This design comes from an exercise in tuning for a short achievable clock period and few clock cycles on the open sky130 flow, not from production work.

==> 06-26: inputs <==
==> flow/design.v <==
`timescale 10ns / 1ns
module procesamiento#(
		parameter n = 120,
		parameter m = 160,
		parameter AW = 15,
		parameter DW = 12
		)
		(
		clk,
		rst,
		init_procesamiento,
		proc_addr_in,
		proc_data_in,
		color,
		figure,
		done
   );
input clk;
input rst;
input init_procesamiento;
output reg [AW-1:0] proc_addr_in;
input [DW-1:0] proc_data_in;
output reg [1:0] color;
output reg [1:0] figure;
output reg done;
localparam [14:0] IDLE_ADDR = 15'd158;
reg busy, rdv;
reg s0, s1, sA, s159, s160;       
reg first, fin, lastrow;
reg [7:0] pc;
reg [5:0] r;
reg [14:0] addr_p1;              
reg [14:0] X;                    
reg [14:0] c_m1, c_0;            
reg [14:0] c_159;                
reg [14:0] an, am1n, a0n;        
reg Snz;                         
reg rf3, rf4, rf5, fin3, fin4, fin5, fin7;   
reg init_q;                      
wire start = ~busy & init_q;
wire rowend = (s159 & ~Snz) | s160;
always @(posedge clk) begin
	an   <= lastrow ? IDLE_ADDR : X + 15'd480;
	am1n <= lastrow ? 15'h7fff  : X + 15'd321;
	a0n  <= lastrow ? 15'd0     : X + 15'd322;
	c_159 <= X + 15'd1;
end
always @(posedge clk) init_q <= ~rst & init_procesamiento;
always @(posedge clk) begin
	proc_addr_in <= IDLE_ADDR;
	if (rst) begin
		busy <= 0; rdv <= 0;
		s0 <= 1; s1 <= 0; sA <= 0; s159 <= 0; s160 <= 0;
		first <= 1; fin <= 0; lastrow <= 0;
		pc <= 0; r <= 0;
		addr_p1 <= IDLE_ADDR + 15'd1;
		X <= IDLE_ADDR;
		c_m1 <= 15'h7fff;
		c_0 <= 15'd0;
	end else begin
		if (fin7) busy <= 0;
		if (rdv) begin
			if (s0) begin
				if (fin) begin
					rdv <= 0; first <= 1; fin <= 0; r <= 0; lastrow <= 0;
				end else begin
					s0 <= 0; s1 <= 1;
					proc_addr_in <= c_m1; addr_p1 <= c_0;
				end
			end
			if (s1) begin
				s1 <= 0; sA <= 1; pc <= 8'd2;
				proc_addr_in <= addr_p1; addr_p1 <= addr_p1 + 15'd1;
			end
			if (sA & ~s159) begin
				pc <= pc + 8'd1;
				s159 <= (pc == 8'd158);
				proc_addr_in <= addr_p1; addr_p1 <= addr_p1 + 15'd1;
			end
			if (s159 & Snz) begin
				sA <= 0; s159 <= 0; s160 <= 1;
				proc_addr_in <= c_159;
			end
			if (rowend) begin
				sA <= 0; s159 <= 0; s160 <= 0; s0 <= 1;
				proc_addr_in <= an;
				X <= an; c_m1 <= am1n; c_0 <= a0n;
				first <= 0;
				fin <= lastrow;
				r <= r + 6'd1;
				lastrow <= (r == 6'd38);
			end
		end else if (start) begin
			busy <= 1; rdv <= 1;
			s0 <= 0; s1 <= 1;
			proc_addr_in <= c_m1; addr_p1 <= c_0;
		end
	end
end
reg [11:0] d1;
reg f1_p0, f1_first, f1_fin, f1_pa, f1_p159, f1_p160;
wire v = rdv | start;
always @(posedge clk) begin
	d1 <= proc_data_in;
	f1_first <= first;
	f1_fin <= fin;
	if (rst) begin
		f1_p0 <= 0; f1_pa <= 0; f1_p159 <= 0; f1_p160 <= 0;
	end else begin
		f1_p0 <= v & s0;
		f1_pa <= rdv & sA;
		f1_p159 <= rdv & s159;
		f1_p160 <= rdv & s160;
	end
end
reg [11:0] t2, Sreg;
reg nz2, nz157, en2, re2, fin2, clr2;
wire nz1 = |d1;
wire en1 = (f1_pa & nz2) | f1_p160 | (f1_p0 & ~f1_first & nz157);
always @(posedge clk) begin
	nz2 <= nz1;
	t2 <= en1 ? (f1_p0 ? Sreg : d1) : 12'd0;
	if (f1_p0) begin Sreg <= d1; Snz <= nz1; end
	if (f1_p159) nz157 <= nz1;
	if (rst) begin
		en2 <= 0; re2 <= 0; fin2 <= 0; clr2 <= 0;
	end else begin
		en2 <= en1;
		re2 <= f1_p0 & ~f1_first;
		fin2 <= f1_p0 & f1_fin;
		clr2 <= f1_p0 & f1_first;
	end
end
reg [3:0] R0, R1, R2, G0, G1, G2, B0, B1, B2;
reg [4:0] R3, G3, B3;
reg Rk0, Rk1, Rk2, Gk0, Gk1, Gk2, Bk0, Bk1, Bk2;
reg [7:0] w, wb, wf, wprev;
reg wi, wvld, wgt;
reg [5:0] fv, am;
reg fin6;
always @(posedge clk) begin
	if (clr2) begin
		{Rk0, R0} <= 0; {Rk1, R1} <= 0; {Rk2, R2} <= 0; R3 <= 0;
		{Gk0, G0} <= 0; {Gk1, G1} <= 0; {Gk2, G2} <= 0; G3 <= 0;
		{Bk0, B0} <= 0; {Bk1, B1} <= 0; {Bk2, B2} <= 0; B3 <= 0;
		w <= 0;
	end else begin
		{Rk0, R0} <= R0 + t2[11:8];
		{Rk1, R1} <= R1 + Rk0;
		{Rk2, R2} <= R2 + Rk1;
		R3 <= R3 + Rk2;
		{Gk0, G0} <= G0 + t2[7:4];
		{Gk1, G1} <= G1 + Gk0;
		{Gk2, G2} <= G2 + Gk1;
		G3 <= G3 + Gk2;
		{Bk0, B0} <= B0 + t2[3:0];
		{Bk1, B1} <= B1 + Bk0;
		{Bk2, B2} <= B2 + Bk1;
		B3 <= B3 + Bk2;
		if (re2) w <= 0;
		else w <= w + en2;
	end
	if (re2) begin wb <= w; wi <= en2; end
	if (rf3) wf <= wb + wi;
	if (rf4) begin
		wvld <= wf > 8'd7;
		wgt <= wprev < wf;
	end
	if (clr2) begin
		fv <= 0; am <= 0; wprev <= 0;
	end else begin
		if (rf4) wprev <= wf;
		if (rf5 & wvld) begin
			fv <= fv + 6'd1;
			if (wgt) am <= am + 6'd1;
		end
	end
	if (rst) begin
		rf3 <= 0; rf4 <= 0; rf5 <= 0;
		fin3 <= 0; fin4 <= 0; fin5 <= 0; fin6 <= 0; fin7 <= 0;
	end else begin
		rf3 <= re2;
		rf4 <= rf3;
		rf5 <= rf4;
		fin3 <= fin2;
		fin4 <= fin3;
		fin5 <= fin4;
		fin6 <= fin5;
		fin7 <= fin6;
	end
end
wire [16:0] R = {R3, R2, R1, R0};
wire [16:0] G = {G3, G2, G1, G0};
wire [16:0] B = {B3, B2, B1, B0};
reg rg_h, rg_e, rg_l, gr_h, gr_l, rb_h, rb_e, rb_l, br_h, br_l, gb_h, gb_e, gb_l, bg_h, bg_l;
reg fa, fb, fz;
always @(posedge clk) begin
	rg_h <= R[16:8] > G[16:8]; gr_h <= G[16:8] > R[16:8]; rg_e <= R[16:8] == G[16:8];
	rg_l <= R[7:0] > G[7:0];   gr_l <= G[7:0] > R[7:0];
	rb_h <= R[16:8] > B[16:8]; br_h <= B[16:8] > R[16:8]; rb_e <= R[16:8] == B[16:8];
	rb_l <= R[7:0] > B[7:0];   br_l <= B[7:0] > R[7:0];
	gb_h <= G[16:8] > B[16:8]; bg_h <= B[16:8] > G[16:8]; gb_e <= G[16:8] == B[16:8];
	gb_l <= G[7:0] > B[7:0];   bg_l <= B[7:0] > G[7:0];
	fa <= fv >= am && am > (fv >> 1);
	fb <= (fv >> 1) >= am && am > (fv >> 2);
	fz <= fv > 0;
end
wire rg = rg_h | (rg_e & rg_l);
wire gr = gr_h | (rg_e & gr_l);
wire rb = rb_h | (rb_e & rb_l);
wire br = br_h | (rb_e & br_l);
wire gb = gb_h | (gb_e & gb_l);
wire bg = bg_h | (gb_e & bg_l);
always @(posedge clk) begin
	if (rst) begin
		done <= 0; color <= 0; figure <= 0;
	end else if (start) begin
		done <= 0;
	end else if (fin7) begin
		done <= 1;
		if (rg & rb) color <= 2'd1;
		else if (gr & gb) color <= 2'd2;
		else if (br & bg) color <= 2'd3;
		else color <= 2'd0;
		if (fa) figure <= 2'd1;
		else if (fb) figure <= 2'd2;
		else if (fz) figure <= 2'd3;
		else figure <= 2'd0;
	end
end
endmodule
==> flow/run.sh <==
#!/bin/bash
# synth_recipe.tcl (not shown) runs the flow's synth.tcl, then flattens the netlist and writes it again
# the make line also repeats each setting of config.mk as NAME=value (left out here)
make -C /OpenROAD-flow-scripts/flow DESIGN_CONFIG=/design/flow/config.mk WORK_HOME=/design/flow/orfs CLKGATE_MAP_FILE= SYNTH_SCRIPT=/design/flow/synth_recipe.tcl finish
==> flow/config.mk <==
export PLATFORM = sky130hd
export DESIGN_NAME = procesamiento
export DESIGN_NICKNAME = procesamiento
export VERILOG_FILES = /design/flow/design.v
export SDC_FILE = /design/flow/constraint.sdc
export NUM_CORES = 4
export LEC_CHECK = 0
export ABC_CLOCK_PERIOD_IN_PS = 1500
export CAP_MARGIN = 20
export CORE_MARGIN = 2
export CORE_UTILIZATION = 40
export CTS_CLUSTER_DIAMETER = 80
export CTS_CLUSTER_SIZE = 24
export SETUP_SLACK_MARGIN = 3.5
export SLEW_MARGIN = 20
export TNS_END_PERCENT = 100
==> flow/constraint.sdc <==
create_clock -name core_clock -period 5.0 [get_ports {clk}]
set_input_delay 1.0000 -clock core_clock [delete_from_list [all_inputs] [get_ports {clk}]]
set_output_delay 1.0000 -clock core_clock [all_outputs]
set_load 0.01 [all_outputs]
==> 11-04: changes against 06-26 <==
==> flow/design.v, changed modules only <==
module procesamiento#(
		parameter n = 120,
		parameter m = 160,
		parameter AW = 15,
		parameter DW = 12
		)
		(
		clk,
		rst,
		init_procesamiento,
		proc_addr_in,
		proc_data_in,
		color,
		figure,
		done
   );
input clk;
input rst;
input init_procesamiento;
output reg [AW-1:0] proc_addr_in;
input [DW-1:0] proc_data_in;
output reg [1:0] color;
output reg [1:0] figure;
output reg done;
localparam [14:0] IDLE_ADDR = 15'd158;
reg busy, rdv;
reg s0, s1, sA, s159, s160;       
reg first, fin, lastrow;
reg [7:0] pc;
reg [5:0] r;
reg [14:0] addr_p1;              
reg [14:0] X;                    
reg [14:0] c_m1, c_0;            
reg [14:0] c_159;                
reg [14:0] an, am1n, a0n;        
reg Snz;                         
reg rf3, rf4, fin3, fin4, fin5;   
wire start = ~busy & init_procesamiento;
wire rowend = (s159 & ~Snz) | s160;
always @(posedge clk) begin
	an   <= lastrow ? IDLE_ADDR : X + 15'd480;
	am1n <= lastrow ? 15'h7fff  : X + 15'd321;
	a0n  <= lastrow ? 15'd0     : X + 15'd322;
	c_159 <= X + 15'd1;
end
always @(posedge clk) begin
	if (rst) begin
		busy <= 0; rdv <= 0;
		s0 <= 1; s1 <= 0; sA <= 0; s159 <= 0; s160 <= 0;
		first <= 1; fin <= 0; lastrow <= 0;
		pc <= 0; r <= 0;
		proc_addr_in <= IDLE_ADDR;
		addr_p1 <= IDLE_ADDR + 15'd1;
		X <= IDLE_ADDR;
		c_m1 <= 15'h7fff;
		c_0 <= 15'd0;
	end else begin
		if (fin5) busy <= 0;
		if (rdv) begin
			if (s0) begin
				if (fin) begin
					rdv <= 0; first <= 1; fin <= 0; r <= 0; lastrow <= 0;
				end else begin
					s0 <= 0; s1 <= 1;
					proc_addr_in <= c_m1; addr_p1 <= c_0;
				end
			end
			if (s1) begin
				s1 <= 0; sA <= 1; pc <= 8'd2;
				proc_addr_in <= addr_p1; addr_p1 <= addr_p1 + 15'd1;
			end
			if (sA & ~s159) begin
				pc <= pc + 8'd1;
				s159 <= (pc == 8'd158);
				proc_addr_in <= addr_p1; addr_p1 <= addr_p1 + 15'd1;
			end
			if (s159 & Snz) begin
				sA <= 0; s159 <= 0; s160 <= 1;
				proc_addr_in <= c_159;
			end
			if (rowend) begin
				sA <= 0; s159 <= 0; s160 <= 0; s0 <= 1;
				proc_addr_in <= an;
				X <= an; c_m1 <= am1n; c_0 <= a0n;
				first <= 0;
				fin <= lastrow;
				r <= r + 6'd1;
				lastrow <= (r == 6'd38);
			end
		end else if (start) begin
			busy <= 1; rdv <= 1;
			s0 <= 0; s1 <= 1;
			proc_addr_in <= c_m1; addr_p1 <= c_0;
		end
	end
end
reg [11:0] d1;
reg f1_p0, f1_first, f1_fin, f1_pa, f1_p159, f1_p160;
wire v = rdv | start;
always @(posedge clk) begin
	d1 <= proc_data_in;
	f1_first <= first;
	f1_fin <= fin;
	if (rst) begin
		f1_p0 <= 0; f1_pa <= 0; f1_p159 <= 0; f1_p160 <= 0;
	end else begin
		f1_p0 <= v & s0;
		f1_pa <= rdv & sA;
		f1_p159 <= rdv & s159;
		f1_p160 <= rdv & s160;
	end
end
reg [11:0] t2, Sreg;
reg nz2, nz157, en2, re2, fin2, clr2;
wire nz1 = |d1;
always @(posedge clk) begin
	nz2 <= nz1;
	t2 <= f1_p0 ? Sreg : d1;
	if (f1_p0) begin Sreg <= d1; Snz <= nz1; end
	if (f1_p159) nz157 <= nz1;
	if (rst) begin
		en2 <= 0; re2 <= 0; fin2 <= 0; clr2 <= 0;
	end else begin
		en2 <= (f1_pa & nz2) | f1_p160 | (f1_p0 & ~f1_first & nz157);
		re2 <= f1_p0 & ~f1_first;
		fin2 <= f1_p0 & f1_fin;
		clr2 <= f1_p0 & f1_first;
	end
end
reg [7:0] Rl, Gl, Bl;
reg [8:0] Rh, Gh, Bh;
reg Rc, Gc, Bc;
reg [7:0] w, wb, wf, wprev;
reg wi;
reg [5:0] fv, am;
wire [3:0] tr = en2 ? t2[11:8] : 4'd0;
wire [3:0] tg = en2 ? t2[7:4]  : 4'd0;
wire [3:0] tb = en2 ? t2[3:0]  : 4'd0;
always @(posedge clk) begin
	if (clr2) begin
		Rl <= 0; Gl <= 0; Bl <= 0;
		Rh <= 0; Gh <= 0; Bh <= 0;
		Rc <= 0; Gc <= 0; Bc <= 0;
		w <= 0;
	end else begin
		{Rc, Rl} <= Rl + tr;
		{Gc, Gl} <= Gl + tg;
		{Bc, Bl} <= Bl + tb;
		Rh <= Rh + Rc;
		Gh <= Gh + Gc;
		Bh <= Bh + Bc;
		if (re2) w <= 0;
		else w <= w + en2;
	end
	if (re2) begin wb <= w; wi <= en2; end
	if (rf3) wf <= wb + wi;
	if (clr2) begin
		fv <= 0; am <= 0; wprev <= 0;
	end else if (rf4) begin
		if (wf > 8'd7) begin
			fv <= fv + 6'd1;
			if (wprev < wf) am <= am + 6'd1;
		end
		wprev <= wf;
	end
	if (rst) begin
		rf3 <= 0; rf4 <= 0; fin3 <= 0; fin4 <= 0; fin5 <= 0;
	end else begin
		rf3 <= re2;
		rf4 <= rf3;
		fin3 <= fin2;
		fin4 <= fin3;
		fin5 <= fin4;
	end
end
wire [16:0] R = {Rh, Rl};
wire [16:0] G = {Gh, Gl};
wire [16:0] B = {Bh, Bl};
reg rg, rb, gb, gr, br, bg;
always @(posedge clk) begin
	rg <= R > G; rb <= R > B;
	gr <= G > R; gb <= G > B;
	br <= B > R; bg <= B > G;
end
always @(posedge clk) begin
	if (rst) begin
		done <= 0; color <= 0; figure <= 0;
	end else if (start) begin
		done <= 0;
	end else if (fin5) begin
		done <= 1;
		if (rg & rb) color <= 2'd1;
		else if (gr & gb) color <= 2'd2;
		else if (br & bg) color <= 2'd3;
		else color <= 2'd0;
		if (fv >= am && am > (fv >> 1)) figure <= 2'd1;
		else if ((fv >> 1) >= am && am > (fv >> 2)) figure <= 2'd2;
		else if (fv > 0) figure <= 2'd3;
		else figure <= 2'd0;
	end
end
endmodule
Settings changed: ABC_CLOCK_PERIOD_IN_PS 1500 to unset, CTS_CLUSTER_DIAMETER 80 to unset, CTS_CLUSTER_SIZE 24 to unset, SETUP_SLACK_MARGIN 3.5 to unset, TNS_END_PERCENT 100 to unset.
==> qor.yml <==
multi_input_gates: 1087
synth_edf_count: 31
outcome: "timing/DRC/antenna clean"
place_ws_ps: 1560
synth_top_area_share_pct: 40.0
clock_buffers: 56
stdcell_area_mm2: 0.0165
die_area_mm2: 0.0379
clock_power_share_pct: 45.0
area_growth_pct: 13.2
[end of results for 11-04]
==> qor.yml <==
outcome: "timing/DRC/antenna clean"
stdcell_area_mm2: 0.0192
area_growth_pct: 29.5
place_ws_ps: 2560
dr_total_vias: 11400
cp-endpoint: "figure[1]"
placed_cells: 1994
multi_input_gates: 1069
track_usage_pct: 17.7
synthTopCellsByArea: "dfxtp_1, ha_1, edfxtp_1"
synth_edf_count: 33
tap_cells: 468
setup_tns_ps: 0
r2r_end: "r[4]"
clock_buffers: 25
swShare_pct: 26.5
synth_top_area_share_pct: 42.1
first_pass_iters: 5
[end of results for 06-26]
Function was not checked in any run of this note: the RTL went through the layout flow alone.

## separate check: timing with driven ports
How much do the figures lean on ideal ports? The routed layouts below were timed once more, with nothing changed but the port constraints. Step 1 (the two cells are an assumption about what drives the block):
set clk [get_ports {clk}]
set_driving_cell -lib_cell sky130_fd_sc_hd__clkbuf_16 $clk
set_driving_cell -lib_cell sky130_fd_sc_hd__buf_2 [delete_from_list [all_inputs] $clk]
Step 2, shift: input delay + t, output delay - t, t = (earliest + latest rising clock arrival at the registers) / 2. This alone moves slack from input paths to output paths. Three values: no drivers, after step 1, after step 2; two values: the first two.
| run | t (ns) | slack for setup (ns) | worst slew at a driven data input, ns |
|---|---|---|---|
| 06-26 | 0.581 | 2.975 / 2.919 / 2.809 | 0.04 |
| 11-04 | 0.569 | 2.058 / 2.078 / 1.510 | 0.03 |
After both steps every run listed still meets setup and hold. The setup slack of 11-04, which loses most, moves by +0.020 ns with the drivers and by -0.548 ns with both steps.
